This design comes from an exercise in tuning for small area, a short achievable clock period and few clock cycles on the open sky130 flow, not from production work. Where RTL was checked, it was by simulation tests only, not by an equivalence proof against the original. The RTL of runs 1 and 2 was laid out without a check of its function.

<file path="flow/design.v">
module SP_wocg(
	clk,
	rst_n,
	in_valid,
	in_data,
	in_mode,
	out_valid,
	out_data
);
input clk, rst_n, in_valid;
input [2:0] in_mode;
input [8:0] in_data;
output reg out_valid;
output reg [8:0] out_data;
integer k;
function [8:0] qadd;     
	input [8:0] x, y;
	reg [9:0] s, s2;
	begin
		s  = {2'b0, x[7:0]} + {2'b0, y[7:0]};
		s2 = {2'b0, x[7:0]} + {2'b0, y[7:0]} + 10'd258;   
		if (s2[9]) qadd = {~(x[8] ^ y[8]), s2[7:0]};
		else       qadd = {x[8] ^ y[8], s[7:0]};
	end
endfunction
function [8:0] qsub;     
	input [8:0] x, y;
	reg [8:0] d, d2;
	begin
		d  = {1'b0, x[7:0]} - {1'b0, y[7:0]};
		d2 = {1'b0, x[7:0]} - {1'b0, y[7:0]} + 9'd254;
		if (d[8]) qsub = {~(x[8] ^ y[8]), d2[7:0]};
		else      qsub = {x[8] ^ y[8], d[7:0]};
	end
endfunction
function [8:0] maddq;    
	input [8:0] x, y;
	input       n;
	reg [9:0] s, s1;
	begin
		s  = {1'b0, x} + {1'b0, y ^ {9{n}}} + {9'd0, n};    
		s1 = s + (n ? 10'd509 : 10'd3);                     
		maddq = (n ? ~s[9] : s1[9]) ? s1[8:0] : s[8:0];
	end
endfunction
function [8:0] madd;     
	input [8:0] x, y;
	reg [9:0] s, s1;
	begin
		s  = {1'b0, x} + {1'b0, y};
		s1 = {1'b0, x} + {1'b0, y} + 10'd3;      
		madd = s1[9] ? s1[8:0] : s[8:0];
	end
endfunction
function [2:0] pop6;
	input [5:0] v;
	begin
		case (v)
			6'd0: pop6 = 3'd0;
			6'd1: pop6 = 3'd1;
			6'd2: pop6 = 3'd1;
			6'd3: pop6 = 3'd2;
			6'd4: pop6 = 3'd1;
			6'd5: pop6 = 3'd2;
			6'd6: pop6 = 3'd2;
			6'd7: pop6 = 3'd3;
			6'd8: pop6 = 3'd1;
			6'd9: pop6 = 3'd2;
			6'd10: pop6 = 3'd2;
			6'd11: pop6 = 3'd3;
			6'd12: pop6 = 3'd2;
			6'd13: pop6 = 3'd3;
			6'd14: pop6 = 3'd3;
			6'd15: pop6 = 3'd4;
			6'd16: pop6 = 3'd1;
			6'd17: pop6 = 3'd2;
			6'd18: pop6 = 3'd2;
			6'd19: pop6 = 3'd3;
			6'd20: pop6 = 3'd2;
			6'd21: pop6 = 3'd3;
			6'd22: pop6 = 3'd3;
			6'd23: pop6 = 3'd4;
			6'd24: pop6 = 3'd2;
			6'd25: pop6 = 3'd3;
			6'd26: pop6 = 3'd3;
			6'd27: pop6 = 3'd4;
			6'd28: pop6 = 3'd3;
			6'd29: pop6 = 3'd4;
			6'd30: pop6 = 3'd4;
			6'd31: pop6 = 3'd5;
			6'd32: pop6 = 3'd1;
			6'd33: pop6 = 3'd2;
			6'd34: pop6 = 3'd2;
			6'd35: pop6 = 3'd3;
			6'd36: pop6 = 3'd2;
			6'd37: pop6 = 3'd3;
			6'd38: pop6 = 3'd3;
			6'd39: pop6 = 3'd4;
			6'd40: pop6 = 3'd2;
			6'd41: pop6 = 3'd3;
			6'd42: pop6 = 3'd3;
			6'd43: pop6 = 3'd4;
			6'd44: pop6 = 3'd3;
			6'd45: pop6 = 3'd4;
			6'd46: pop6 = 3'd4;
			6'd47: pop6 = 3'd5;
			6'd48: pop6 = 3'd2;
			6'd49: pop6 = 3'd3;
			6'd50: pop6 = 3'd3;
			6'd51: pop6 = 3'd4;
			6'd52: pop6 = 3'd3;
			6'd53: pop6 = 3'd4;
			6'd54: pop6 = 3'd4;
			6'd55: pop6 = 3'd5;
			6'd56: pop6 = 3'd3;
			6'd57: pop6 = 3'd4;
			6'd58: pop6 = 3'd4;
			6'd59: pop6 = 3'd5;
			6'd60: pop6 = 3'd4;
			6'd61: pop6 = 3'd5;
			6'd62: pop6 = 3'd5;
			6'd63: pop6 = 3'd6;
		endcase
	end
endfunction
reg [4:0] cnt;           
reg [2:0] mode;
wire start = (cnt == 5'd0) && in_valid;
reg [4:0] os;            
always @(*) begin
	case ({mode[2], mode[1]})
		2'b00: os = 5'd6;
		2'b10: os = 5'd10;
		2'b01: os = 5'd11;
		default: os = 5'd16;
	endcase
end
wire last = (cnt == os + 5'd5);
wire [4:0] cnt_n = start ? 5'd1 : (cnt == 5'd0 || last) ? 5'd0 : cnt + 5'd1;
wire [2:0] mode_n = start ? in_mode : mode;
always @(posedge clk or negedge rst_n) begin
	if (!rst_n) cnt <= 5'd0;
	else        cnt <= cnt_n;
end
always @(posedge clk) if (start) mode <= in_mode;
reg ph_nl;       
reg ph_b;        
reg ph_k;        
reg k_first;     
reg ph_c;        
reg ph_s;        
reg ins_4;       
reg ins_5;       
reg ph_o;        
reg first;       
reg [2:0] oc;
always @(posedge clk or negedge rst_n) begin
	if (!rst_n) begin
		ph_nl <= 1'b0; ph_b <= 1'b0; ph_k <= 1'b0;
		ph_c <= 1'b0; ph_s <= 1'b0; ins_4 <= 1'b0; ins_5 <= 1'b0; k_first <= 1'b0;
		ph_o <= 1'b0; first <= 1'b0; oc <= 3'd0;
	end else begin
		ph_nl <= (cnt_n >= 5'd2) && (cnt_n <= 5'd7);
		first <= (cnt_n == 5'd2);
		ph_b  <= (cnt_n >= 5'd3) && (cnt_n <= 5'd8);
		ph_k  <= mode_n[1] && (cnt_n >= 5'd7) && (cnt_n <= 5'd12);
		k_first <= (cnt_n == 5'd7);
		ph_c  <= mode_n[1] && (cnt_n >= 5'd9) && (cnt_n <= 5'd14);
		ph_s  <= mode_n[1] ? (cnt_n >= 5'd9) && (cnt_n <= 5'd14)
		                   : (cnt_n >= 5'd4) && (cnt_n <= 5'd9);
		ins_4 <= mode_n[2] && !mode_n[1] && (cnt_n >= 5'd4) && (cnt_n <= 5'd9);
		ins_5 <= mode_n[2] && mode_n[1] && (cnt_n >= 5'd10) && (cnt_n <= 5'd15);
		ph_o  <= (cnt_n != 5'd0) && (cnt_n >= os);
		oc    <= ph_o ? oc + 3'd1 : 3'd0;
	end
end
reg [7:0] af_r;          
reg       ahi_r;         
wire      in_hi = in_data[8];
wire [7:0] in_f = in_hi ? ~in_data[7:0] - 8'd2 : in_data[7:0];    
always @(posedge clk) begin
	af_r  <= in_f;
	ahi_r <= in_hi;
end
reg  [8:0] nlog_t;
always @(*) begin
	case (af_r)
      8'd0: nlog_t = 9'd0;
      8'd1: nlog_t = 9'd0;
      8'd2: nlog_t = 9'd169;
      8'd3: nlog_t = 9'd507;
      8'd4: nlog_t = 9'd340;
      8'd5: nlog_t = 9'd480;
      8'd6: nlog_t = 9'd166;
      8'd7: nlog_t = 9'd231;
      8'd8: nlog_t = 9'd509;
      8'd9: nlog_t = 9'd504;
      8'd10: nlog_t = 9'd139;
      8'd11: nlog_t = 9'd182;
      8'd12: nlog_t = 9'd337;
      8'd13: nlog_t = 9'd213;
      8'd14: nlog_t = 9'd402;
      8'd15: nlog_t = 9'd477;
      8'd16: nlog_t = 9'd168;
      8'd17: nlog_t = 9'd374;
      8'd18: nlog_t = 9'd163;
      8'd19: nlog_t = 9'd349;
      8'd20: nlog_t = 9'd310;
      8'd21: nlog_t = 9'd228;
      8'd22: nlog_t = 9'd353;
      8'd23: nlog_t = 9'd410;
      8'd24: nlog_t = 9'd506;
      8'd25: nlog_t = 9'd450;
      8'd26: nlog_t = 9'd384;
      8'd27: nlog_t = 9'd501;
      8'd28: nlog_t = 9'd61;
      8'd29: nlog_t = 9'd50;
      8'd30: nlog_t = 9'd136;
      8'd31: nlog_t = 9'd301;
      8'd32: nlog_t = 9'd339;
      8'd33: nlog_t = 9'd179;
      8'd34: nlog_t = 9'd33;
      8'd35: nlog_t = 9'd201;
      8'd36: nlog_t = 9'd334;
      8'd37: nlog_t = 9'd102;
      8'd38: nlog_t = 9'd8;
      8'd39: nlog_t = 9'd210;
      8'd40: nlog_t = 9'd479;
      8'd41: nlog_t = 9'd293;
      8'd42: nlog_t = 9'd399;
      8'd43: nlog_t = 9'd406;
      8'd44: nlog_t = 9'd12;
      8'd45: nlog_t = 9'd474;
      8'd46: nlog_t = 9'd69;
      8'd47: nlog_t = 9'd327;
      8'd48: nlog_t = 9'd165;
      8'd49: nlog_t = 9'd464;
      8'd50: nlog_t = 9'd109;
      8'd51: nlog_t = 9'd371;
      8'd52: nlog_t = 9'd43;
      8'd53: nlog_t = 9'd89;
      8'd54: nlog_t = 9'd160;
      8'd55: nlog_t = 9'd152;
      8'd56: nlog_t = 9'd230;
      8'd57: nlog_t = 9'd346;
      8'd58: nlog_t = 9'd219;
      8'd59: nlog_t = 9'd359;
      8'd60: nlog_t = 9'd307;
      8'd61: nlog_t = 9'd485;
      8'd62: nlog_t = 9'd470;
      8'd63: nlog_t = 9'd225;
      8'd64: nlog_t = 9'd508;
      8'd65: nlog_t = 9'd183;
      8'd66: nlog_t = 9'd350;
      8'd67: nlog_t = 9'd502;
      8'd68: nlog_t = 9'd202;
      8'd69: nlog_t = 9'd407;
      8'd70: nlog_t = 9'd372;
      8'd71: nlog_t = 9'd360;
      8'd72: nlog_t = 9'd503;
      8'd73: nlog_t = 9'd448;
      8'd74: nlog_t = 9'd273;
      8'd75: nlog_t = 9'd447;
      8'd76: nlog_t = 9'd177;
      8'd77: nlog_t = 9'd415;
      8'd78: nlog_t = 9'd381;
      8'd79: nlog_t = 9'd291;
      8'd80: nlog_t = 9'd138;
      8'd81: nlog_t = 9'd498;
      8'd82: nlog_t = 9'd462;
      8'd83: nlog_t = 9'd272;
      8'd84: nlog_t = 9'd58;
      8'd85: nlog_t = 9'd344;
      8'd86: nlog_t = 9'd65;
      8'd87: nlog_t = 9'd47;
      8'd88: nlog_t = 9'd181;
      8'd89: nlog_t = 9'd284;
      8'd90: nlog_t = 9'd133;
      8'd91: nlog_t = 9'd446;
      8'd92: nlog_t = 9'd238;
      8'd93: nlog_t = 9'd298;
      8'd94: nlog_t = 9'd496;
      8'd95: nlog_t = 9'd319;
      8'd96: nlog_t = 9'd336;
      8'd97: nlog_t = 9'd282;
      8'd98: nlog_t = 9'd123;
      8'd99: nlog_t = 9'd176;
      8'd100: nlog_t = 9'd280;
      8'd101: nlog_t = 9'd114;
      8'd102: nlog_t = 9'd30;
      8'd103: nlog_t = 9'd196;
      8'd104: nlog_t = 9'd212;
      8'd105: nlog_t = 9'd198;
      8'd106: nlog_t = 9'd260;
      8'd107: nlog_t = 9'd414;
      8'd108: nlog_t = 9'd331;
      8'd109: nlog_t = 9'd364;
      8'd110: nlog_t = 9'd323;
      8'd111: nlog_t = 9'd99;
      8'd112: nlog_t = 9'd401;
      8'd113: nlog_t = 9'd262;
      8'd114: nlog_t = 9'd5;
      8'd115: nlog_t = 9'd380;
      8'd116: nlog_t = 9'd390;
      8'd117: nlog_t = 9'd207;
      8'd118: nlog_t = 9'd18;
      8'd119: nlog_t = 9'd95;
      8'd120: nlog_t = 9'd476;
      8'd121: nlog_t = 9'd366;
      8'd122: nlog_t = 9'd144;
      8'd123: nlog_t = 9'd290;
      8'd124: nlog_t = 9'd129;
      8'd125: nlog_t = 9'd420;
      8'd126: nlog_t = 9'd396;
      8'd127: nlog_t = 9'd426;
      8'd128: nlog_t = 9'd167;
      8'd129: nlog_t = 9'd403;
      8'd130: nlog_t = 9'd354;
      8'd131: nlog_t = 9'd137;
      8'd132: nlog_t = 9'd9;
      8'd133: nlog_t = 9'd70;
      8'd134: nlog_t = 9'd161;
      8'd135: nlog_t = 9'd471;
      8'd136: nlog_t = 9'd373;
      8'd137: nlog_t = 9'd382;
      8'd138: nlog_t = 9'd66;
      8'd139: nlog_t = 9'd497;
      8'd140: nlog_t = 9'd31;
      8'd141: nlog_t = 9'd324;
      8'd142: nlog_t = 9'd19;
      8'd143: nlog_t = 9'd397;
      8'd144: nlog_t = 9'd162;
      8'd145: nlog_t = 9'd20;
      8'd146: nlog_t = 9'd107;
      8'd147: nlog_t = 9'd461;
      8'd148: nlog_t = 9'd442;
      8'd149: nlog_t = 9'd217;
      8'd150: nlog_t = 9'd106;
      8'd151: nlog_t = 9'd489;
      8'd152: nlog_t = 9'd348;
      8'd153: nlog_t = 9'd368;
      8'd154: nlog_t = 9'd74;
      8'd155: nlog_t = 9'd271;
      8'd156: nlog_t = 9'd40;
      8'd157: nlog_t = 9'd267;
      8'd158: nlog_t = 9'd460;
      8'd159: nlog_t = 9'd86;
      8'd160: nlog_t = 9'd309;
      8'd161: nlog_t = 9'd131;
      8'd162: nlog_t = 9'd157;
      8'd163: nlog_t = 9'd57;
      8'd164: nlog_t = 9'd121;
      8'd165: nlog_t = 9'd149;
      8'd166: nlog_t = 9'd441;
      8'd167: nlog_t = 9'd258;
      8'd168: nlog_t = 9'd227;
      8'd169: nlog_t = 9'd428;
      8'd170: nlog_t = 9'd3;
      8'd171: nlog_t = 9'd343;
      8'd172: nlog_t = 9'd234;
      8'd173: nlog_t = 9'd142;
      8'd174: nlog_t = 9'd216;
      8'd175: nlog_t = 9'd171;
      8'd176: nlog_t = 9'd352;
      8'd177: nlog_t = 9'd356;
      8'd178: nlog_t = 9'd453;
      8'd179: nlog_t = 9'd64;
      8'd180: nlog_t = 9'd304;
      8'd181: nlog_t = 9'd36;
      8'd182: nlog_t = 9'd105;
      8'd183: nlog_t = 9'd482;
      8'd184: nlog_t = 9'd409;
      8'd185: nlog_t = 9'd72;
      8'd186: nlog_t = 9'd467;
      8'd187: nlog_t = 9'd46;
      8'd188: nlog_t = 9'd155;
      8'd189: nlog_t = 9'd222;
      8'd190: nlog_t = 9'd488;
      8'd191: nlog_t = 9'd1;
      8'd192: nlog_t = 9'd505;
      8'd193: nlog_t = 9'd375;
      8'd194: nlog_t = 9'd451;
      8'd195: nlog_t = 9'd180;
      8'd196: nlog_t = 9'd294;
      8'd197: nlog_t = 9'd465;
      8'd198: nlog_t = 9'd347;
      8'd199: nlog_t = 9'd184;
      8'd200: nlog_t = 9'd449;
      8'd201: nlog_t = 9'd499;
      8'd202: nlog_t = 9'd285;
      8'd203: nlog_t = 9'd283;
      8'd204: nlog_t = 9'd199;
      8'd205: nlog_t = 9'd263;
      8'd206: nlog_t = 9'd367;
      8'd207: nlog_t = 9'd404;
      8'd208: nlog_t = 9'd383;
      8'd209: nlog_t = 9'd21;
      8'd210: nlog_t = 9'd369;
      8'd211: nlog_t = 9'd132;
      8'd212: nlog_t = 9'd429;
      8'd213: nlog_t = 9'd357;
      8'd214: nlog_t = 9'd73;
      8'd215: nlog_t = 9'd376;
      8'd216: nlog_t = 9'd500;
      8'd217: nlog_t = 9'd22;
      8'd218: nlog_t = 9'd23;
      8'd219: nlog_t = 9'd445;
      8'd220: nlog_t = 9'd492;
      8'd221: nlog_t = 9'd77;
      8'd222: nlog_t = 9'd270;
      8'd223: nlog_t = 9'd312;
      8'd224: nlog_t = 9'd60;
      8'd225: nlog_t = 9'd444;
      8'd226: nlog_t = 9'd431;
      8'd227: nlog_t = 9'd237;
      8'd228: nlog_t = 9'd174;
      8'd229: nlog_t = 9'd456;
      8'd230: nlog_t = 9'd39;
      8'd231: nlog_t = 9'd412;
      8'd232: nlog_t = 9'd49;
      8'd233: nlog_t = 9'd491;
      8'd234: nlog_t = 9'd378;
      8'd235: nlog_t = 9'd297;
      8'd236: nlog_t = 9'd187;
      8'd237: nlog_t = 9'd288;
      8'd238: nlog_t = 9'd266;
      8'd239: nlog_t = 9'd386;
      8'd240: nlog_t = 9'd135;
      8'd241: nlog_t = 9'd76;
      8'd242: nlog_t = 9'd25;
      8'd243: nlog_t = 9'd495;
      8'd244: nlog_t = 9'd315;
      8'd245: nlog_t = 9'd434;
      8'd246: nlog_t = 9'd459;
      8'd247: nlog_t = 9'd52;
      8'd248: nlog_t = 9'd300;
      8'd249: nlog_t = 9'd269;
      8'd250: nlog_t = 9'd79;
      8'd251: nlog_t = 9'd318;
      8'd252: nlog_t = 9'd55;
      8'd253: nlog_t = 9'd82;
      8'd254: nlog_t = 9'd85;
      8'd255: nlog_t = 9'd341;
	endcase
end
wire [8:0] nl_a = {nlog_t[8] ^ ahi_r, nlog_t[7:0]};
reg  [8:0] e_in;
reg  [8:0] ns;
reg  [8:0] t_r;          
reg        tq_r;         
reg  [8:0] exp_t;
always @(*) begin
	case (e_in[7:0])
      8'd0: exp_t = 9'd1;
      8'd1: exp_t = 9'd8;
      8'd2: exp_t = 9'd64;
      8'd3: exp_t = 9'd3;
      8'd4: exp_t = 9'd24;
      8'd5: exp_t = 9'd192;
      8'd6: exp_t = 9'd9;
      8'd7: exp_t = 9'd72;
      8'd8: exp_t = 9'd67;
      8'd9: exp_t = 9'd27;
      8'd10: exp_t = 9'd216;
      8'd11: exp_t = 9'd201;
      8'd12: exp_t = 9'd81;
      8'd13: exp_t = 9'd139;
      8'd14: exp_t = 9'd94;
      8'd15: exp_t = 9'd243;
      8'd16: exp_t = 9'd417;
      8'd17: exp_t = 9'd282;
      8'd18: exp_t = 9'd220;
      8'd19: exp_t = 9'd233;
      8'd20: exp_t = 9'd337;
      8'd21: exp_t = 9'd151;
      8'd22: exp_t = 9'd190;
      8'd23: exp_t = 9'd502;
      8'd24: exp_t = 9'd453;
      8'd25: exp_t = 9'd61;
      8'd26: exp_t = 9'd488;
      8'd27: exp_t = 9'd341;
      8'd28: exp_t = 9'd183;
      8'd29: exp_t = 9'd446;
      8'd30: exp_t = 9'd5;
      8'd31: exp_t = 9'd40;
      8'd32: exp_t = 9'd320;
      8'd33: exp_t = 9'd15;
      8'd34: exp_t = 9'd120;
      8'd35: exp_t = 9'd451;
      8'd36: exp_t = 9'd45;
      8'd37: exp_t = 9'd360;
      8'd38: exp_t = 9'd335;
      8'd39: exp_t = 9'd135;
      8'd40: exp_t = 9'd62;
      8'd41: exp_t = 9'd496;
      8'd42: exp_t = 9'd405;
      8'd43: exp_t = 9'd186;
      8'd44: exp_t = 9'd470;
      8'd45: exp_t = 9'd197;
      8'd46: exp_t = 9'd49;
      8'd47: exp_t = 9'd392;
      8'd48: exp_t = 9'd82;
      8'd49: exp_t = 9'd147;
      8'd50: exp_t = 9'd158;
      8'd51: exp_t = 9'd246;
      8'd52: exp_t = 9'd441;
      8'd53: exp_t = 9'd474;
      8'd54: exp_t = 9'd229;
      8'd55: exp_t = 9'd305;
      8'd56: exp_t = 9'd404;
      8'd57: exp_t = 9'd178;
      8'd58: exp_t = 9'd406;
      8'd59: exp_t = 9'd194;
      8'd60: exp_t = 9'd25;
      8'd61: exp_t = 9'd200;
      8'd62: exp_t = 9'd73;
      8'd63: exp_t = 9'd75;
      8'd64: exp_t = 9'd91;
      8'd65: exp_t = 9'd219;
      8'd66: exp_t = 9'd225;
      8'd67: exp_t = 9'd273;
      8'd68: exp_t = 9'd148;
      8'd69: exp_t = 9'd166;
      8'd70: exp_t = 9'd310;
      8'd71: exp_t = 9'd444;
      8'd72: exp_t = 9'd498;
      8'd73: exp_t = 9'd421;
      8'd74: exp_t = 9'd314;
      8'd75: exp_t = 9'd476;
      8'd76: exp_t = 9'd245;
      8'd77: exp_t = 9'd433;
      8'd78: exp_t = 9'd410;
      8'd79: exp_t = 9'd226;
      8'd80: exp_t = 9'd281;
      8'd81: exp_t = 9'd212;
      8'd82: exp_t = 9'd169;
      8'd83: exp_t = 9'd334;
      8'd84: exp_t = 9'd127;
      8'd85: exp_t = 9'd507;
      8'd86: exp_t = 9'd493;
      8'd87: exp_t = 9'd381;
      8'd88: exp_t = 9'd503;
      8'd89: exp_t = 9'd461;
      8'd90: exp_t = 9'd125;
      8'd91: exp_t = 9'd491;
      8'd92: exp_t = 9'd365;
      8'd93: exp_t = 9'd375;
      8'd94: exp_t = 9'd455;
      8'd95: exp_t = 9'd77;
      8'd96: exp_t = 9'd107;
      8'd97: exp_t = 9'd347;
      8'd98: exp_t = 9'd231;
      8'd99: exp_t = 9'd321;
      8'd100: exp_t = 9'd23;
      8'd101: exp_t = 9'd184;
      8'd102: exp_t = 9'd454;
      8'd103: exp_t = 9'd69;
      8'd104: exp_t = 9'd43;
      8'd105: exp_t = 9'd344;
      8'd106: exp_t = 9'd207;
      8'd107: exp_t = 9'd129;
      8'd108: exp_t = 9'd14;
      8'd109: exp_t = 9'd112;
      8'd110: exp_t = 9'd387;
      8'd111: exp_t = 9'd42;
      8'd112: exp_t = 9'd336;
      8'd113: exp_t = 9'd143;
      8'd114: exp_t = 9'd126;
      8'd115: exp_t = 9'd499;
      8'd116: exp_t = 9'd429;
      8'd117: exp_t = 9'd378;
      8'd118: exp_t = 9'd479;
      8'd119: exp_t = 9'd269;
      8'd120: exp_t = 9'd116;
      8'd121: exp_t = 9'd419;
      8'd122: exp_t = 9'd298;
      8'd123: exp_t = 9'd348;
      8'd124: exp_t = 9'd239;
      8'd125: exp_t = 9'd385;
      8'd126: exp_t = 9'd26;
      8'd127: exp_t = 9'd208;
      8'd128: exp_t = 9'd137;
      8'd129: exp_t = 9'd78;
      8'd130: exp_t = 9'd115;
      8'd131: exp_t = 9'd411;
      8'd132: exp_t = 9'd234;
      8'd133: exp_t = 9'd345;
      8'd134: exp_t = 9'd215;
      8'd135: exp_t = 9'd193;
      8'd136: exp_t = 9'd17;
      8'd137: exp_t = 9'd136;
      8'd138: exp_t = 9'd70;
      8'd139: exp_t = 9'd51;
      8'd140: exp_t = 9'd408;
      8'd141: exp_t = 9'd210;
      8'd142: exp_t = 9'd153;
      8'd143: exp_t = 9'd206;
      8'd144: exp_t = 9'd121;
      8'd145: exp_t = 9'd459;
      8'd146: exp_t = 9'd109;
      8'd147: exp_t = 9'd363;
      8'd148: exp_t = 9'd359;
      8'd149: exp_t = 9'd327;
      8'd150: exp_t = 9'd71;
      8'd151: exp_t = 9'd59;
      8'd152: exp_t = 9'd472;
      8'd153: exp_t = 9'd213;
      8'd154: exp_t = 9'd177;
      8'd155: exp_t = 9'd398;
      8'd156: exp_t = 9'd130;
      8'd157: exp_t = 9'd22;
      8'd158: exp_t = 9'd176;
      8'd159: exp_t = 9'd390;
      8'd160: exp_t = 9'd66;
      8'd161: exp_t = 9'd19;
      8'd162: exp_t = 9'd152;
      8'd163: exp_t = 9'd198;
      8'd164: exp_t = 9'd57;
      8'd165: exp_t = 9'd456;
      8'd166: exp_t = 9'd85;
      8'd167: exp_t = 9'd171;
      8'd168: exp_t = 9'd350;
      8'd169: exp_t = 9'd255;
      8'd170: exp_t = 9'd4;
      8'd171: exp_t = 9'd32;
      8'd172: exp_t = 9'd256;
      8'd173: exp_t = 9'd12;
      8'd174: exp_t = 9'd96;
      8'd175: exp_t = 9'd259;
      8'd176: exp_t = 9'd36;
      8'd177: exp_t = 9'd288;
      8'd178: exp_t = 9'd268;
      8'd179: exp_t = 9'd108;
      8'd180: exp_t = 9'd355;
      8'd181: exp_t = 9'd295;
      8'd182: exp_t = 9'd324;
      8'd183: exp_t = 9'd47;
      8'd184: exp_t = 9'd376;
      8'd185: exp_t = 9'd463;
      8'd186: exp_t = 9'd141;
      8'd187: exp_t = 9'd110;
      8'd188: exp_t = 9'd371;
      8'd189: exp_t = 9'd423;
      8'd190: exp_t = 9'd330;
      8'd191: exp_t = 9'd95;
      8'd192: exp_t = 9'd251;
      8'd193: exp_t = 9'd481;
      8'd194: exp_t = 9'd285;
      8'd195: exp_t = 9'd244;
      8'd196: exp_t = 9'd425;
      8'd197: exp_t = 9'd346;
      8'd198: exp_t = 9'd223;
      8'd199: exp_t = 9'd257;
      8'd200: exp_t = 9'd20;
      8'd201: exp_t = 9'd160;
      8'd202: exp_t = 9'd262;
      8'd203: exp_t = 9'd60;
      8'd204: exp_t = 9'd480;
      8'd205: exp_t = 9'd277;
      8'd206: exp_t = 9'd180;
      8'd207: exp_t = 9'd422;
      8'd208: exp_t = 9'd322;
      8'd209: exp_t = 9'd31;
      8'd210: exp_t = 9'd248;
      8'd211: exp_t = 9'd457;
      8'd212: exp_t = 9'd93;
      8'd213: exp_t = 9'd235;
      8'd214: exp_t = 9'd353;
      8'd215: exp_t = 9'd279;
      8'd216: exp_t = 9'd196;
      8'd217: exp_t = 9'd41;
      8'd218: exp_t = 9'd328;
      8'd219: exp_t = 9'd79;
      8'd220: exp_t = 9'd123;
      8'd221: exp_t = 9'd475;
      8'd222: exp_t = 9'd237;
      8'd223: exp_t = 9'd369;
      8'd224: exp_t = 9'd407;
      8'd225: exp_t = 9'd202;
      8'd226: exp_t = 9'd89;
      8'd227: exp_t = 9'd203;
      8'd228: exp_t = 9'd97;
      8'd229: exp_t = 9'd267;
      8'd230: exp_t = 9'd100;
      8'd231: exp_t = 9'd291;
      8'd232: exp_t = 9'd292;
      8'd233: exp_t = 9'd300;
      8'd234: exp_t = 9'd364;
      8'd235: exp_t = 9'd367;
      8'd236: exp_t = 9'd391;
      8'd237: exp_t = 9'd74;
      8'd238: exp_t = 9'd83;
      8'd239: exp_t = 9'd155;
      8'd240: exp_t = 9'd222;
      8'd241: exp_t = 9'd249;
      8'd242: exp_t = 9'd465;
      8'd243: exp_t = 9'd157;
      8'd244: exp_t = 9'd238;
      8'd245: exp_t = 9'd377;
      8'd246: exp_t = 9'd471;
      8'd247: exp_t = 9'd205;
      8'd248: exp_t = 9'd113;
      8'd249: exp_t = 9'd395;
      8'd250: exp_t = 9'd106;
      8'd251: exp_t = 9'd339;
      8'd252: exp_t = 9'd167;
      8'd253: exp_t = 9'd318;
      8'd254: exp_t = 9'd0;
      8'd255: exp_t = 9'd0;
	endcase
end
always @(posedge clk) begin
	t_r  <= exp_t;
	tq_r <= e_in[8];
end
wire [8:0] v_r = tq_r ? 9'd509 - t_r : t_r;
reg [8:0] rs [0:5];      
reg [8:0] rc [0:5];      
reg [2:0] rk [0:5];      
reg       rv [0:5];      
wire [8:0] k_z = k_first ? 9'd0 : rc[1];
wire [8:0] k_x = mode[0] ? ns : k_z;
wire [8:0] k_y = mode[0] ? k_z : ns;
always @(posedge clk) e_in <= ph_k ? qsub(k_x, k_y) : nl_a;
always @(posedge clk) if (ph_nl) ns <= first ? e_in : qadd(ns, e_in);
wire [8:0] bval = mode[0] ? v_r : rs[2];
wire       ins = ins_4 || ins_5;
reg  [5:0] lt;
reg  [5:0] ge;
always @(*) begin
	for (k = 0; k < 6; k = k + 1) begin
		lt[k] = (ins_5 ? rc[4] : rc[3]) < rc[k];    
		ge[k] = rv[k] & ~lt[k];
	end
end
wire [2:0] nrank = pop6(ge);
always @(posedge clk) begin
	for (k = 0; k < 6; k = k + 1) begin
		rs[(k+1)%6] <= rs[k];
		rc[(k+1)%6] <= rc[k];
		rk[(k+1)%6] <= rk[k] + {2'b0, ins & rv[k] & lt[k]};
		rv[(k+1)%6] <= rv[k] & ~start;
	end
	if (in_valid) rs[0] <= in_data;
	if (ph_nl) rc[2] <= e_in;
	if (ph_b) begin
		rs[3] <= maddq(rs[2], mode[0] ? t_r : rs[2], mode[0] & tq_r);
		rc[3] <= mode[1] ? rc[2] : bval;
	end
	if (ph_c) rc[4] <= v_r;
	if (ph_s) rs[4] <= maddq(rs[3], mode[1] ? t_r : rc[3], mode[1] & tq_r);
	if (ins_4) begin
		rk[4] <= nrank;
		rv[4] <= 1'b1;
	end
	if (ins_5) begin
		rk[5] <= nrank;
		rv[5] <= 1'b1;
	end
end
reg  [8:0] o_s, o_c, o_d;
always @(*) begin
	case ({mode[2], mode[1]})
		2'b00:   begin o_s = rs[5]; o_c = rc[5]; end
		2'b01:   begin o_s = rs[4]; o_c = rc[4]; end
		default: begin o_s = rs[3]; o_c = rc[3]; end
	endcase
	o_d = 9'd0;
	for (k = 0; k < 6; k = k + 1)
		o_d = o_d | ((rk[k] == oc) ? rc[k] : 9'd0);
	if (!mode[2]) o_d = o_c;
end
wire [8:0] e_val = madd(o_s, o_d);
always @(posedge clk or negedge rst_n) begin
	if (!rst_n) begin
		out_valid <= 1'b0;
		out_data  <= 9'd0;
	end else begin
		out_valid <= ph_o;
		out_data  <= ph_o ? e_val : 9'd0;
	end
end
endmodule
</file>
<file path="flow/run.sh">
#!/bin/bash
# synth_recipe.tcl (not shown) runs the flow's synth.tcl, then flattens the netlist and writes it again
# the make line also repeats each setting of config.mk as NAME=value (left out here)
make -C /OpenROAD-flow-scripts/flow DESIGN_CONFIG=/design/flow/config.mk WORK_HOME=/design/flow/orfs CLKGATE_MAP_FILE= SYNTH_SCRIPT=/design/flow/synth_recipe.tcl finish
</file>
<file path="flow/config.mk">
export PLATFORM = sky130hd
export DESIGN_NAME = SP_wocg
export DESIGN_NICKNAME = SP_wocg
export VERILOG_FILES = /design/flow/design.v
export SDC_FILE = /design/flow/constraint.sdc
export NUM_CORES = 4
export LEC_CHECK = 0
export ABC_AREA = 1
export ABC_CLOCK_PERIOD_IN_PS = 3500
export CAP_MARGIN = 20
export CORE_MARGIN = 2
export CORE_UTILIZATION = 40
export SETUP_SLACK_MARGIN = 4.0
export SLEW_MARGIN = 20
export SYNTH_MEMORY_MAX_BITS = 16384
export TNS_END_PERCENT = 5
</file>
<file path="flow/constraint.sdc">
create_clock -name core_clock -period 8.0 [get_ports {clk}]
set_input_delay 1.6000 -clock core_clock [delete_from_list [all_inputs] [get_ports {clk}]]
set_output_delay 1.6000 -clock core_clock [all_outputs]
set_load 0.01 [all_outputs]
</file>
==> Implementation_results.wiki, run 1 <==
{| class="wikitable"
! Metric !! Value
|-
| Post-Route Setup TNS || 0 ns
|-
| CP arrival || between 4 and 5 ns
|-
| Period utilization || about half
|-
| Fmax || 251 MHz
|-
| Capturing point of the worst reg2reg path || rs[3][8]$_DFF_P_
|-
| Worst reg-to-reg path cell count || 26
|-
| Horizontal die dimension || 222 um
|-
| Capture endpoint of the worst hold path || rs[2][3]$_DFF_P_
|-
| Share of final-layout standard cells stronger than drive strength 1 || 7.90%
|-
| Count of buffers from port buffering || 24
|-
| Aggregate routed wire length || 80.0 mm
|-
| Worst hold slack across all endpoints || 0.320 ns
|-
| Mapped cell area || between 15,000 and 20,000 um2
|-
| Vias in the first global route || around 20,000
|-
| Detail Route Antenna Nets || 0
|-
| Overflow left after global routing || 0
|-
| Post-Synthesis Net Count || 3,147
|-
| Synth top cells by count || 784 x nand2_1, 329 x inv_1, 322 x nand3_1
|-
| Count of mapped cells out of synthesis || between 2,000 and 3,000
|-
| Worst-case clock buffer depth || 3
|-
| Antenna cell count || 0
|-
| Critical Path Sink Type || flip-flop
|-
| Core footprint || about 47,000 um2
|-
| Max Cap Violations || 0
|-
| Pin count of the biggest net entering global routing || 61
|-
| Most common flop cell mapped by yosys || dfxtp_1
|-
| Remaining DRCs || 0
|-
| Initial antenna violation count || 1
|-
| Register-to-register path setup slack || between 4 and 5 ns
|-
| Relative slew slack || 34.8%
|-
| Critical path class || in -> reg
|-
| CTS Root Cell || clkbuf_16
|-
| Worst-skew pair later-pin latency || 0.56 ns
|-
| Via total after detailed routing || between 20,000 and 25,000
|-
| Number of clock sinks seen by CTS || 201
|-
| Leading post-synthesis cells by cell area || dfxtp_1 17%, nand2_1 16%, ha_1 11%
|-
| Slew at the pin closest to its max-slew limit || 0.977 ns
|-
| Vias per Instance || 5.97
|-
| Worst clock skew || approximately 0.027 ns
|-
| Clock slew at reported path FFs || roughly 0.080 ns
|-
| Biggest area consumer among synthesized cells || dfxtp_1
|-
| Routability Congestion || 1.04
|-
| Run status || finished clean
|-
| Final hold violation count || 0
|-
| Final min period || 3.98 ns
|-
| Average footprint of a synthesized cell || around 6.4 um2
|-
| Count of flip-flops with a built-in enable after synthesis || 10
|-
| Startpoint type of the worst setup path || primary input
|-
| Overall global routing resource usage || 31.2%
|-
| Count of nets after finishing || 3,138
|-
| CTS buffer count || 24
|-
| Area fraction of the dominant cell type after synthesis || between 10% and 20%
|-
| Fraction of registers with async set or reset after synthesis || between 10% and 20%
|-
| Final max-slew violation count || 0
|-
| Initial standard-cell utilization of the core || about two fifths
|-
| First-pass iteration count of the detailed router || 6
|-
| Boundary pin count || 25
|-
| Setup violation total in the final timing report || 0
|-
| Dpl hpwl || just under 60 mm
|-
| Area overhead of the layout relative to synthesis || 11.4%
|-
| Critical path fanouts, max || 14
|-
| Number of rows created at floorplan || just under 80
|-
| Die boundary height || 222 um
|-
| Number of H-tree levels || 1
|-
| Most instantiated library cell after synthesis || nand2_1
|-
| Req. time, crit path || 8.46 ns
|-
| Wire length per cell after detailed routing || 22.4 um
|-
| Total of flip-flops plus latches after synthesis || 201
|-
| Area of the die || just under 50,000 um2
|-
| Type of the worst min-delay path || reg -> reg
|-
| Startpoint of the most critical hold path || rs[1][3]$_DFF_P_
|-
| Post-place instance area || ~20,000 um2
|-
| Setup repair after global routing missed its margin || true
|-
| Final Cell Area || 21,200 um2
|-
| Clock tree from TritonCTS || built
|-
| Worst hold path depth || 0
|-
| Count of routing violations after the opening detailed-route iteration || ~2,100
|-
| Wire length of the first global-routing pass || 120 mm
|-
| Utilization of the core after routing || 45.3%
|-
| Startpoint of the worst-slack reg-to-reg timing path || mode[0]$_DFFE_PP_
|-
| YS warnings || 5
|-
| Netlist cell types || 59
|-
| Register area share after synthesis || 22.5%
|}
-- worst max-delay path by stage --
| stage | from | end | slack, ns | cells past startpoint |
|---|---|---|---|---|
| finish | in_data[0] | nlog_t[8]$_DFF_P_ | 4.02 | 16 |
| global route | mode[0]$_DFFE_PP_ | rs[3][1]$_DFF_P_ | 3.77 | 26 |
| CTS | in_data[2] | nlog_t[1]$_DFF_P_ | 3.96 | 15 |
| detailed placement | in_data[1] | nlog_t[5]$_DFF_P_ | 2.60 | 15 |
| global placement | in_data[1] | nlog_t[5]$_DFF_P_ | 2.52 | 15 |
| floorplan | mode[2]$_DFF_P_ | out_data[6]$_DFF_PN0_ | 4.24 | 21 |
-- per-stage QoR --
step,instances,setup slack [ns]
after floorplan,2954,4.24
after global placement,3492,2.52
after detailed placement,3492,2.60
after CTS,3549,3.96
after global routing,3569,3.77
final,3569,4.02
-- layout by cell type, fill, tap and decap left out, types with 8 or more instances in the layout --
cell and instances:
o21ai_2 8, o21bai_1 13, edfxtp_1 10, nand4_1 24
clkinvlp_4 11, dfrtp_1 25, buf_4 51, o21ai_0 203
a21oi_1 129, xnor2_1 39, clkbuf_16 27, o2111ai_1 9
ha_1 166, nand3_1 321, nand2_2 18, o22ai_1 19
a31oi_1 32, o221ai_1 28, nor2_1 171, clkdlybuf4s50_1 21
nor2_2 13, nand2_1 774, xor2_1 48, o21ai_1 32
a221oi_1 19, inv_1 324, nor3_1 20, dfxtp_1 157
o211ai_1 72
-- cells by family (layout without fill, tap and decap cells) --
| group | count (synthesis) | in the layout | share of synthesized area [%] |
|---|---|---|---|
| AO/OA/AOI/OAI | 623 | 623 | 20.2 |
| XOR/XNOR | 98 | 98 | 4.68 |
| adder cells (fa/ha/maj) | 178 | 178 | 11.9 |
| buffers and inverters | 469 | 475 | 9.94 |
| flip-flops | 201 | 201 | 22.5 |
| AND/OR/NAND/NOR | 1385 | 1387 | 30.8 |
-- flip-flops by register name (all words and copies together), names as in the netlist, 9 cells and up --
signal	count
t_r	9
rc	54
rk	18
ns	9
e_in	9
out_data	9
rs	54
nlog_t	9
-- layer usage --
metal  global-route usage [%]  vias up  part of all wire (%)
met3                     5.25      312                   8.4
li1                         -     9960                     -
met4                     17.1        0                   6.1
met1                     39.9     9869                    41
met5                        0        -                     0
met2                     50.0     1170                    44
-- area by class of cell --
class	instances	area (um2)
repair buffers	84	766
flip-flops and latches	201	4280
multi-input cells	2286	13200
fillers	4831	25500
inverters	348	1380
clock buffers	28	658
well taps	607	759
clock inverters	15	123
-- critical path, cell delays in order --
cell and delay [ns]:
clkdlybuf4s50_1 0.54, inv_1 0.06, nand2_1 0.07, nand2_2 0.18, inv_4 0.23, ha_1 0.27, inv_1 0.22, nor2_1 0.14
nand2_2 0.22, inv_1 0.12, nor2_1 0.21, o211ai_1 0.19, nand3_1 0.12, nand3_1 0.10, nand3_1 0.10, nand2_1 0.06
-- timing repair --
| action | 4_1_cts | 5_1_grt |
|---|---|---|
| gates resized for setup | 51 | 72 |
| hold buffers | 0 | 0 |
| setup endpoints to repair | 36 | 39 |
| endpoints found under the hold margin | 0 | 0 |
| gates cloned | 1 | 2 |
| pin swaps | 5 | 15 |
| setup buffers | 13 | 18 |
==> run 2: changes to the inputs <==
--- a/flow/config.mk
+++ b/flow/config.mk
@@ -10,7 +10,7 @@
 export CAP_MARGIN = 20
 export CORE_MARGIN = 2
 export CORE_UTILIZATION = 40
-export SETUP_SLACK_MARGIN = 4.0
+export SETUP_SLACK_MARGIN = 4.4
 export SLEW_MARGIN = 20
 export SYNTH_MEMORY_MAX_BITS = 16384
 export TNS_END_PERCENT = 5
==> Implementation_results.wiki, run 2 <==
{| class="wikitable"
! Metric !! Value
|-
| Run status || finished clean
|-
| Cell repeated most along the worst path || nand2_1
|-
| Most common cell after layout, fill and taps aside || nand2_1
|-
| Netlist cell types || just under 60
|-
| Initial antenna violation count || 0
|-
| Utilization of the core after routing || 46.3%
|-
| Wire length of the first global-routing pass || 124 mm
|-
| Dpl hpwl || ~60 mm
|-
| Area overhead of the layout relative to synthesis || 13.8%
|-
| Overflow left after global routing || 0
|-
| Top library cells by usage in the layout, fill and taps aside || 767 x nand2_1, 319 x inv_1, 318 x nand3_1
|-
| CTS Root Cell || clkbuf_16
|-
| Remaining DRCs || 0
|-
| Slew at the pin closest to its max-slew limit || 1.03 ns
|-
| Area fraction of the dominant cell type after synthesis || 17.2%
|-
| Vias per Instance || 6.00
|-
| Area of the die || 49,200 um2
|-
| Capture endpoint of the worst hold path || rs[2][6]$_DFF_P_
|-
| CP arrival || 4.35 ns
|-
| Count of routing violations after the opening detailed-route iteration || 2,338
|-
| Final hold violation count || 0
|-
| Final min period || about 3.9 ns
|-
| Horizontal die dimension || 222 um
|-
| Startpoint of the most critical hold path || rs[1][6]$_DFF_P_
|-
| FILL cells || 4,876
|-
| Registers with the most flip-flops || rc (54), rs (54), rk (18)
|-
| Vias in the first global route || 20,534
|-
| Critical Path Sink Type || flip-flop
|-
| Worst clock skew || ~0.015 ns
|-
| Synth top cells by count || 784 x nand2_1, 329 x inv_1, 322 x nand3_1
|-
| Relative slew slack || 30.5%
|-
| Core footprint || 46,700 um2
|-
| Register area share after synthesis || 22.5%
|-
| Post-Route Setup TNS || 0 ns
|-
| Overall global routing resource usage || 32.3%
|-
| Pin count of the biggest net entering global routing || 61
|-
| Via total after detailed routing || roughly 22,000
|-
| Count of buffers from port buffering || 24
|-
| Mapped cell area || 19,000 um2
|-
| Worst-case clock buffer depth || 3
|-
| Worst reg-to-reg path cell count || 25
|-
| Count of flip-flops with a built-in enable after synthesis || 10
|-
| Antenna cell count || 0
|-
| Number of H-tree levels || 1
|-
| Most instantiated library cell after synthesis || nand2_1
|-
| Startpoint type of the worst setup path || primary input
|-
| Count of nets after finishing || 3,160
|-
| Setup violation total in the final timing report || 0
|-
| Standard cell with the maximum stage delay on the critical path || clkdlybuf4s50_1
|-
| Aggregate routed wire length || 82.5 mm
|-
| Worst hold path depth || 0
|-
| Capturing point of the worst reg2reg path || rs[3][8]$_DFF_P_
|-
| Most common flop cell mapped by yosys || dfxtp_1
|-
| First-pass iteration count of the detailed router || 6
|-
| Placed instance count || ~3,500
|-
| Clock tree from TritonCTS || built
|-
| Register-to-register path setup slack || 4.19 ns
|-
| Initial standard-cell utilization of the core || 40.7%
|-
| Setup repair after global routing missed its margin || true
|-
| Type of the worst min-delay path || reg -> reg
|-
| Number of standard cells in the layout, taps in and fillers out || 3,593
|-
| Fraction of registers with async set or reset after synthesis || 13.9%
|-
| Routability Congestion || 1.05
|-
| Multi-input gate area in the final layout || 13,400 um2
|-
| Post-Synthesis Net Count || between 3,000 and 4,000
|-
| Share of final-layout standard cells stronger than drive strength 1 || 9.78%
|-
| Total of flip-flops plus latches after synthesis || roughly 200
|-
| Final max-slew violation count || 0
|-
| Storage element area || 4290 um2
|-
| Largest stage delay, worst path || 0.57 ns
|-
| CTS buffer count || 25
|-
| Worst-skew pair later-pin latency || 0.55 ns
|-
| Fmax || around 250 MHz
|-
| Critical path class || in -> reg
|-
| Req. time, crit path || between 8 and 9 ns
|-
| Biggest area consumer among synthesized cells || dfxtp_1
|-
| Startpoint of the worst-slack reg-to-reg timing path || mode[0]$_DFFE_PP_
|-
| Number of rows created at floorplan || 79
|-
| Leading post-synthesis cells by cell area || dfxtp_1 17%, nand2_1 16%, ha_1 11%
|-
| Detail Route Antenna Nets || 0
|-
| Hold buffer count at CTS || 0
|-
| Clock slew at reported path FFs || roughly 0.070 ns
|-
| Wire length per cell after detailed routing || 22.9 um
|-
| Average footprint of a synthesized cell || approximately 6.4 um2
|-
| Max Cap Violations || 0
|-
| Period utilization || about half
|-
| Die boundary height || 222 um
|-
| Boundary pin count || 25
|-
| Crit path cell chain || clkdlybuf4s50_1, nand2_1, nand2_4, inv_6, ha_2, inv_1, nand2_2, nand2_1, nand2_1, o221ai_1, nand3_1, nand3_1, nand2_1
|-
| Count of mapped cells out of synthesis || 2,954
|-
| YS warnings || 5
|-
| Critical path fanouts, max || 14
|-
| Number of clock sinks seen by CTS || 201
|}
run 2: cell counts after synthesis:
No cell type changed its count.
run 2: logic make-up (layout without fill, tap and decap cells):
family          after synthesis  after routing  share of synthesized area, %
simple gates               1385           1387                          30.8
fa+ha+maj                   178            178                          11.9
buf+inv                     469            499                          9.94
compound gates              623            623                          20.2
flops                       201            201                          22.5
xor+xnor                     98             98                          4.68
run 2: per-layer routing:
layer	routed length (um)	vias up	part of all wire, %	GRT usage, %
met1	33800	10117	41	41.7
li1	-	10001	-	-
met2	37200	1160	45	52.8
met4	4440	0	5.4	15.4
met3	6950	292	8.4	5.06
met5	0	-	0	0
run 2: worst max-delay path: cells and delay by family:
family / cells / cell delay (ns)
AOI/OAI and AO/OA: 1 / 0.33
buffers and inverters: 3 / 0.94
adders and majority gates: 1 / 0.24
and+or+nand+nor: 8 / 1.21
run 2: worst max-delay path by stage:
stage	start	endpoint	slack, ns	cells past startpoint
CTS	mode[0]$_DFFE_PP_	rs[3][5]$_DFF_P_	4.16	23
finish	in_data[0]	nlog_t[8]$_DFF_P_	4.08	13
global placement	in_data[1]	nlog_t[6]$_DFF_P_	2.48	15
floorplan	mode[2]$_DFF_P_	out_data[0]$_DFF_PN0_	4.40	21
global route	tq_r$_DFF_P_	rs[4][5]$_DFF_P_	3.97	22
detailed placement	in_data[1]	nlog_t[6]$_DFF_P_	2.50	15
run 2: timing repair:
item | CTS | global route
setup endpoints to repair | 40 | 47
buffers inserted | 25 | 21
resized for setup | 122 | 55
cloned | 5 | 1
pin swaps | 17 | 29
run 2: cell type report:
| type | instances | area share (%) |
|---|---|---|
| timing repair inverter | 2 | 0.0811 |
| inverter | 348 | 6.39 |
| timing repair buffer | 103 | 4.31 |
| sequential | 201 | 19.8 |
| clock inverter | 12 | 0.741 |
| multi-input combinational | 2286 | 61.8 |
| clock buffer | 34 | 3.29 |
| tap | 607 | 3.52 |
run 2: through the flow:
stage	hold slack (ns)	setup WS [ns]	cell area [um2]
finish	0.319	4.08	21600
global route	0.331	3.97	21600
CTS	0.324	4.16	21200
detailed placement	0.312	2.50	19700
global placement	0.311	2.48	19700
floorplan	0.310	4.40	19000
==> run 3: changes to the inputs <==
--- a/flow/design.v
+++ b/flow/design.v
@@ -132,7 +132,7 @@
 		2'b00: os = 5'd6;
 		2'b10: os = 5'd10;
 		2'b01: os = 5'd11;
-		default: os = 5'd16;
+		default: os = 5'd17;
 	endcase
 end
 wire last = (cnt == os + 5'd5);
@@ -146,7 +146,6 @@
 reg ph_nl;       
 reg ph_b;        
 reg ph_k;        
-reg k_first;     
 reg ph_c;        
 reg ph_s;        
 reg ins_4;       
@@ -157,19 +156,18 @@
 always @(posedge clk or negedge rst_n) begin
 	if (!rst_n) begin
 		ph_nl <= 1'b0; ph_b <= 1'b0; ph_k <= 1'b0;
-		ph_c <= 1'b0; ph_s <= 1'b0; ins_4 <= 1'b0; ins_5 <= 1'b0; k_first <= 1'b0;
+		ph_c <= 1'b0; ph_s <= 1'b0; ins_4 <= 1'b0; ins_5 <= 1'b0;
 		ph_o <= 1'b0; first <= 1'b0; oc <= 3'd0;
 	end else begin
 		ph_nl <= (cnt_n >= 5'd2) && (cnt_n <= 5'd7);
 		first <= (cnt_n == 5'd2);
 		ph_b  <= (cnt_n >= 5'd3) && (cnt_n <= 5'd8);
-		ph_k  <= mode_n[1] && (cnt_n >= 5'd7) && (cnt_n <= 5'd12);
-		k_first <= (cnt_n == 5'd7);
-		ph_c  <= mode_n[1] && (cnt_n >= 5'd9) && (cnt_n <= 5'd14);
-		ph_s  <= mode_n[1] ? (cnt_n >= 5'd9) && (cnt_n <= 5'd14)
+		ph_k  <= mode_n[1] && (cnt_n >= 5'd8) && (cnt_n <= 5'd13);
+		ph_c  <= mode_n[1] && (cnt_n >= 5'd10) && (cnt_n <= 5'd15);
+		ph_s  <= mode_n[1] ? (cnt_n >= 5'd10) && (cnt_n <= 5'd15)
 		                   : (cnt_n >= 5'd4) && (cnt_n <= 5'd9);
 		ins_4 <= mode_n[2] && !mode_n[1] && (cnt_n >= 5'd4) && (cnt_n <= 5'd9);
-		ins_5 <= mode_n[2] && mode_n[1] && (cnt_n >= 5'd10) && (cnt_n <= 5'd15);
+		ins_5 <= mode_n[2] && mode_n[1] && (cnt_n >= 5'd11) && (cnt_n <= 5'd16);
 		ph_o  <= (cnt_n != 5'd0) && (cnt_n >= os);
 		oc    <= ph_o ? oc + 3'd1 : 3'd0;
 	end
@@ -718,18 +716,19 @@
 reg [8:0] rc [0:5];      
 reg [2:0] rk [0:5];      
 reg       rv [0:5];      
-wire [8:0] k_z = k_first ? 9'd0 : rc[1];
-wire [8:0] k_x = mode[0] ? ns : k_z;
-wire [8:0] k_y = mode[0] ? k_z : ns;
+reg [8:0] x_r;           
+wire [8:0] k_x = mode[0] ? ns : rc[1];
+wire [8:0] k_y = mode[0] ? rc[1] : ns;
 always @(posedge clk) e_in <= ph_k ? qsub(k_x, k_y) : nl_a;
 always @(posedge clk) if (ph_nl) ns <= first ? e_in : qadd(ns, e_in);
 wire [8:0] bval = mode[0] ? v_r : rs[2];
+always @(posedge clk) x_r <= mode[1] ? v_r : bval;
 wire       ins = ins_4 || ins_5;
 reg  [5:0] lt;
 reg  [5:0] ge;
 always @(*) begin
 	for (k = 0; k < 6; k = k + 1) begin
-		lt[k] = (ins_5 ? rc[4] : rc[3]) < rc[k];    
+		lt[k] = x_r < rc[k];
 		ge[k] = rv[k] & ~lt[k];
 	end
 end
@@ -762,8 +761,8 @@
 always @(*) begin
 	case ({mode[2], mode[1]})
 		2'b00:   begin o_s = rs[5]; o_c = rc[5]; end
-		2'b01:   begin o_s = rs[4]; o_c = rc[4]; end
-		default: begin o_s = rs[3]; o_c = rc[3]; end
+		2'b10:   begin o_s = rs[3]; o_c = rc[3]; end
+		default: begin o_s = rs[4]; o_c = rc[4]; end
 	endcase
 	o_d = 9'd0;
 	for (k = 0; k < 6; k = k + 1)
--- a/flow/config.mk
+++ b/flow/config.mk
@@ -10,7 +10,7 @@
 export CAP_MARGIN = 20
 export CORE_MARGIN = 2
 export CORE_UTILIZATION = 40
-export SETUP_SLACK_MARGIN = 4.4
+export SETUP_SLACK_MARGIN = 4.5
 export SLEW_MARGIN = 20
 export SYNTH_MEMORY_MAX_BITS = 16384
 export TNS_END_PERCENT = 5
==> Implementation_results.wiki, run 3 <==
{| class="wikitable"
! Metric !! Value
|-
| Hold buffer count at CTS || 0
|-
| FILL cells || 4,758
|-
| Overall global routing resource usage || 33.2%
|-
| Worst reg-to-reg path cell count || 10
|-
| Final Cell Area || roughly 22,000 um2
|-
| Vias in the first global route || between 20,000 and 25,000
|-
| Clock slew at reported path FFs || 0.08 ns
|-
| Mapped cell area || 18,800 um2
|-
| Simple logic cell fraction of the synthesized area || 31.6%
|-
| Share of final-layout standard cells stronger than drive strength 1 || 11.9%
|-
| Most common flop cell mapped by yosys || dfxtp_1
|-
| Remaining DRCs || 0
|-
| Standard cell with the maximum stage delay on the critical path || clkdlybuf4s50_1
|-
| Boundary pin count || 25
|-
| Fmax || 264 MHz
|-
| Initial standard-cell utilization of the core || 40.4%
|-
| Area of the die || 48,800 um2
|-
| Run status || finished clean
|-
| Pin count of the biggest net entering global routing || 51
|-
| Dpl hpwl || 61.3 mm
|-
| Core footprint || 46,600 um2
|-
| Vias per Instance || 6.06
|-
| Overflow left after global routing || 0
|-
| Wire length of the first global-routing pass || 127 mm
|-
| Routability Congestion || roughly 1.0
|-
| Area overhead of the layout relative to synthesis || 18.1%
|-
| Total of flip-flops plus latches after synthesis || 209
|-
| Period utilization || 47.4%
|-
| Area fraction of the dominant cell type after synthesis || 18.3%
|-
| Fraction of synthesized area in multiplexers || 0%
|-
| Critical path class || in -> reg
|-
| Most instantiated library cell after synthesis || nand2_1
|-
| Critical Path Sink Type || flip-flop
|-
| Count of flip-flops with a built-in enable after synthesis || 10
|-
| Slew at the pin closest to its max-slew limit || 1.09 ns
|-
| Combinational family with the most area after synthesis || simple AND/OR/NAND/NOR gates
|-
| Worst hold path depth || 0
|-
| YS warnings || 5
|-
| Register area share after synthesis || 23.5%
|-
| Relative slew slack || 27.4%
|-
| Type of the worst min-delay path || reg -> reg
|-
| Detail Route Antenna Nets || 0
|-
| Final hold violation count || 0
|-
| Critical path fanouts, max || 8
|-
| Via total after detailed routing || roughly 22,000
|-
| Synth top cells by count || 767 x nand2_1, 360 x inv_1, 339 x nand3_1
|-
| Number of clock sinks seen by CTS || 209
|-
| Parity-gate share of the synthesized area counting xor and xnor cells || 4.42%
|-
| Largest stage delay, worst path || 0.43 ns
|-
| Synthesized-area fraction occupied by adder cells || 11.3%
|-
| Fraction of registers with async set or reset after synthesis || 12.9%
|-
| Number of H-tree levels || 1
|-
| CP arrival || 4.24 ns
|-
| Horizontal die dimension || 221 um
|-
| Registers with the most flip-flops || rc (54), rs (54), rk (18)
|-
| Count of routing violations after the opening detailed-route iteration || between 2,000 and 2,500
|-
| Req. time, crit path || 8.44 ns
|-
| Final min period || 3.79 ns
|-
| Count of buffers from port buffering || 24
|-
| Max Cap Violations || 0
|-
| Die boundary height || 221 um
|-
| Fraction of the mapped netlist area in compound gates || approximately a fifth
|-
| Leading post-synthesis cells by cell area || dfxtp_1 18%, nand2_1 15%, ha_1 11%
|-
| Crit path cell chain || clkdlybuf4s50_1, buf_8, ha_1, inv_1, nand2_2, nand2_8, nor2_1, buf_4, clkinvlp_4, nor2_1, nor2_2, nand3_2, o211ai_1, nand3_1, nand3_1, nand2_1
|-
| Post-Synthesis Net Count || roughly 3,100
|-
| Multi-input gate area in the final layout || around 13,000 um2
|-
| Storage element area || 4440 um2
|-
| Most common cell after layout, fill and taps aside || nand2_1
|-
| Startpoint type of the worst setup path || primary input
|-
| Worst-case clock buffer depth || 3
|-
| Post-place instance area || 19,600 um2
|-
| CTS buffer count || 24
|-
| Clock tree from TritonCTS || built
|-
| Final max-slew violation count || 0
|-
| Number of standard cells in the layout, taps in and fillers out || 3,641
|-
| Worst clock skew || 0.0182 ns
|-
| Count of mapped cells out of synthesis || between 2,000 and 3,000
|-
| Count of nets after finishing || between 3,000 and 4,000
|-
| Average footprint of a synthesized cell || 6.37 um2
|-
| Post-Route Setup TNS || 0 ns
|-
| Number of rows created at floorplan || 79
|-
| Aggregate routed wire length || 85.0 mm
|-
| Top library cells by usage in the layout, fill and taps aside || 728 x nand2_1, 341 x inv_1, 329 x nand3_1
|-
| Initial antenna violation count || 0
|-
| CTS Root Cell || clkbuf_16
|-
| Wire length per cell after detailed routing || 23.4 um
|-
| Biggest area consumer among synthesized cells || dfxtp_1
|-
| Setup repair after global routing missed its margin || true
|-
| Setup violation total in the final timing report || 0
|-
| First-pass iteration count of the detailed router || 9
|-
| Placed instance count || 3,504
|-
| Worst-skew pair later-pin latency || 0.54 ns
|-
| Antenna cell count || 0
|-
| Netlist cell types || 53
|}
[run 3: final timing paths]
path	startpoint	endpoint	slack, ns
worst max-delay path	in_data[1]	nlog_t[2]$_DFF_P_	4.21
worst min-delay path	rs[1][6]$_DFF_P_	rs[2][6]$_DFF_P_	0.32
worst max register to register	e_in[1]$_DFF_P_	t_r[4]$_DFF_P_	4.25
worst min register to register	rs[1][6]$_DFF_P_	rs[2][6]$_DFF_P_	0.32
max in group asynchronous	rst_n	oc[1]$_DFF_PN0_	6.27
min in group asynchronous	rst_n	out_valid$_DFF_PN0_	1.44
[run 3: cell families after synthesis]
family / count (synthesis)
adders and majority gates: 167
xor gates and xnor gates: 93
AOI/OAI and AO/OA: 605
and+or+nand+nor: 1399
DFF: 209
buffers and inverters: 483
[run 3: final cells by class]
cell class / instances / share of cell area (%)
multi-input cells: 2269 / 60.3
flip-flops and latches: 209 / 20.0
inverters: 372 / 6.71
repair buffers: 138 / 5.96
well taps: 607 / 3.42
clock buffers: 36 / 3.36
clock inverters: 8 / 0.219
repair inverters: 2 / 0.0731
[run 3: metal layers]
| layer | up-vias | routed length, um | track usage (%) |
|---|---|---|---|
| met1 | 10248 | 32300 | 40.0 |
| li1 | 10102 | - | - |
| met4 | 0 | 6370 | 20.7 |
| met2 | 1333 | 38800 | 54.7 |
| met5 | - | 0 | 0 |
| met3 | 397 | 7630 | 5.92 |
[run 3: worst max-delay path, delay by kind of cell]
kind                     cells  cell delay, ns
AO/OA/AOI/OAI                1            0.23
adder cells (fa/ha/maj)      1            0.30
buffers and inverters        5            0.93
AND/OR/NAND/NOR              9            1.17
[run 3: repair_timing]
item,in CTS,in global routing
cloned,9,2
setup buffers,68,14
gates resized for setup,186,84
pin swaps,46,24
endpoints found under the setup margin,45,43
[run 3: through the flow]
step / utilization [%] / hold WS [ns] / worst slack (ns)
floorplan: - / 0.310 / 4.43
global placement: 42.2 / 0.310 / 2.58
detailed placement: 42.2 / 0.312 / 2.65
CTS: 46.8 / 0.322 / 4.30
global route: 47.8 / 0.326 / 4.07
finish: 47.8 / 0.319 / 4.21
Testbench counts of run 3, summed over its fixed seeds: cycles 6,903.

-- what the ideal ports hide --
The results above use ideal ports. As a check the final layouts listed here were re-extracted and re-timed, cells and wires unchanged.
Step 1, drivers: a clkbuf_16 drives clk and a buf_2 each remaining input, both assumed.
Step 2 times the ports against the registers' clock, not the clock port: input delays grow and output delays shrink by t, the midpoint of the rising clock arrivals with the driver on.
Three values: no drivers, after step 1, after step 2; two values: the first two.
run | t (ns) | slack for setup (ns) | worst setup path after step 2
run 1 | 0.605 | 4.023 / 4.063 / 3.458 | input to register
run 2 | 0.599 | 4.077 / 4.110 / 3.511 | input to register
run 3 | 0.583 | 4.206 / 4.235 / 3.652 | input to register
After both steps every run listed still meets setup and hold. The setup slack of run 2, which loses most, moves by +0.033 ns with the drivers and by -0.566 ns with both steps.
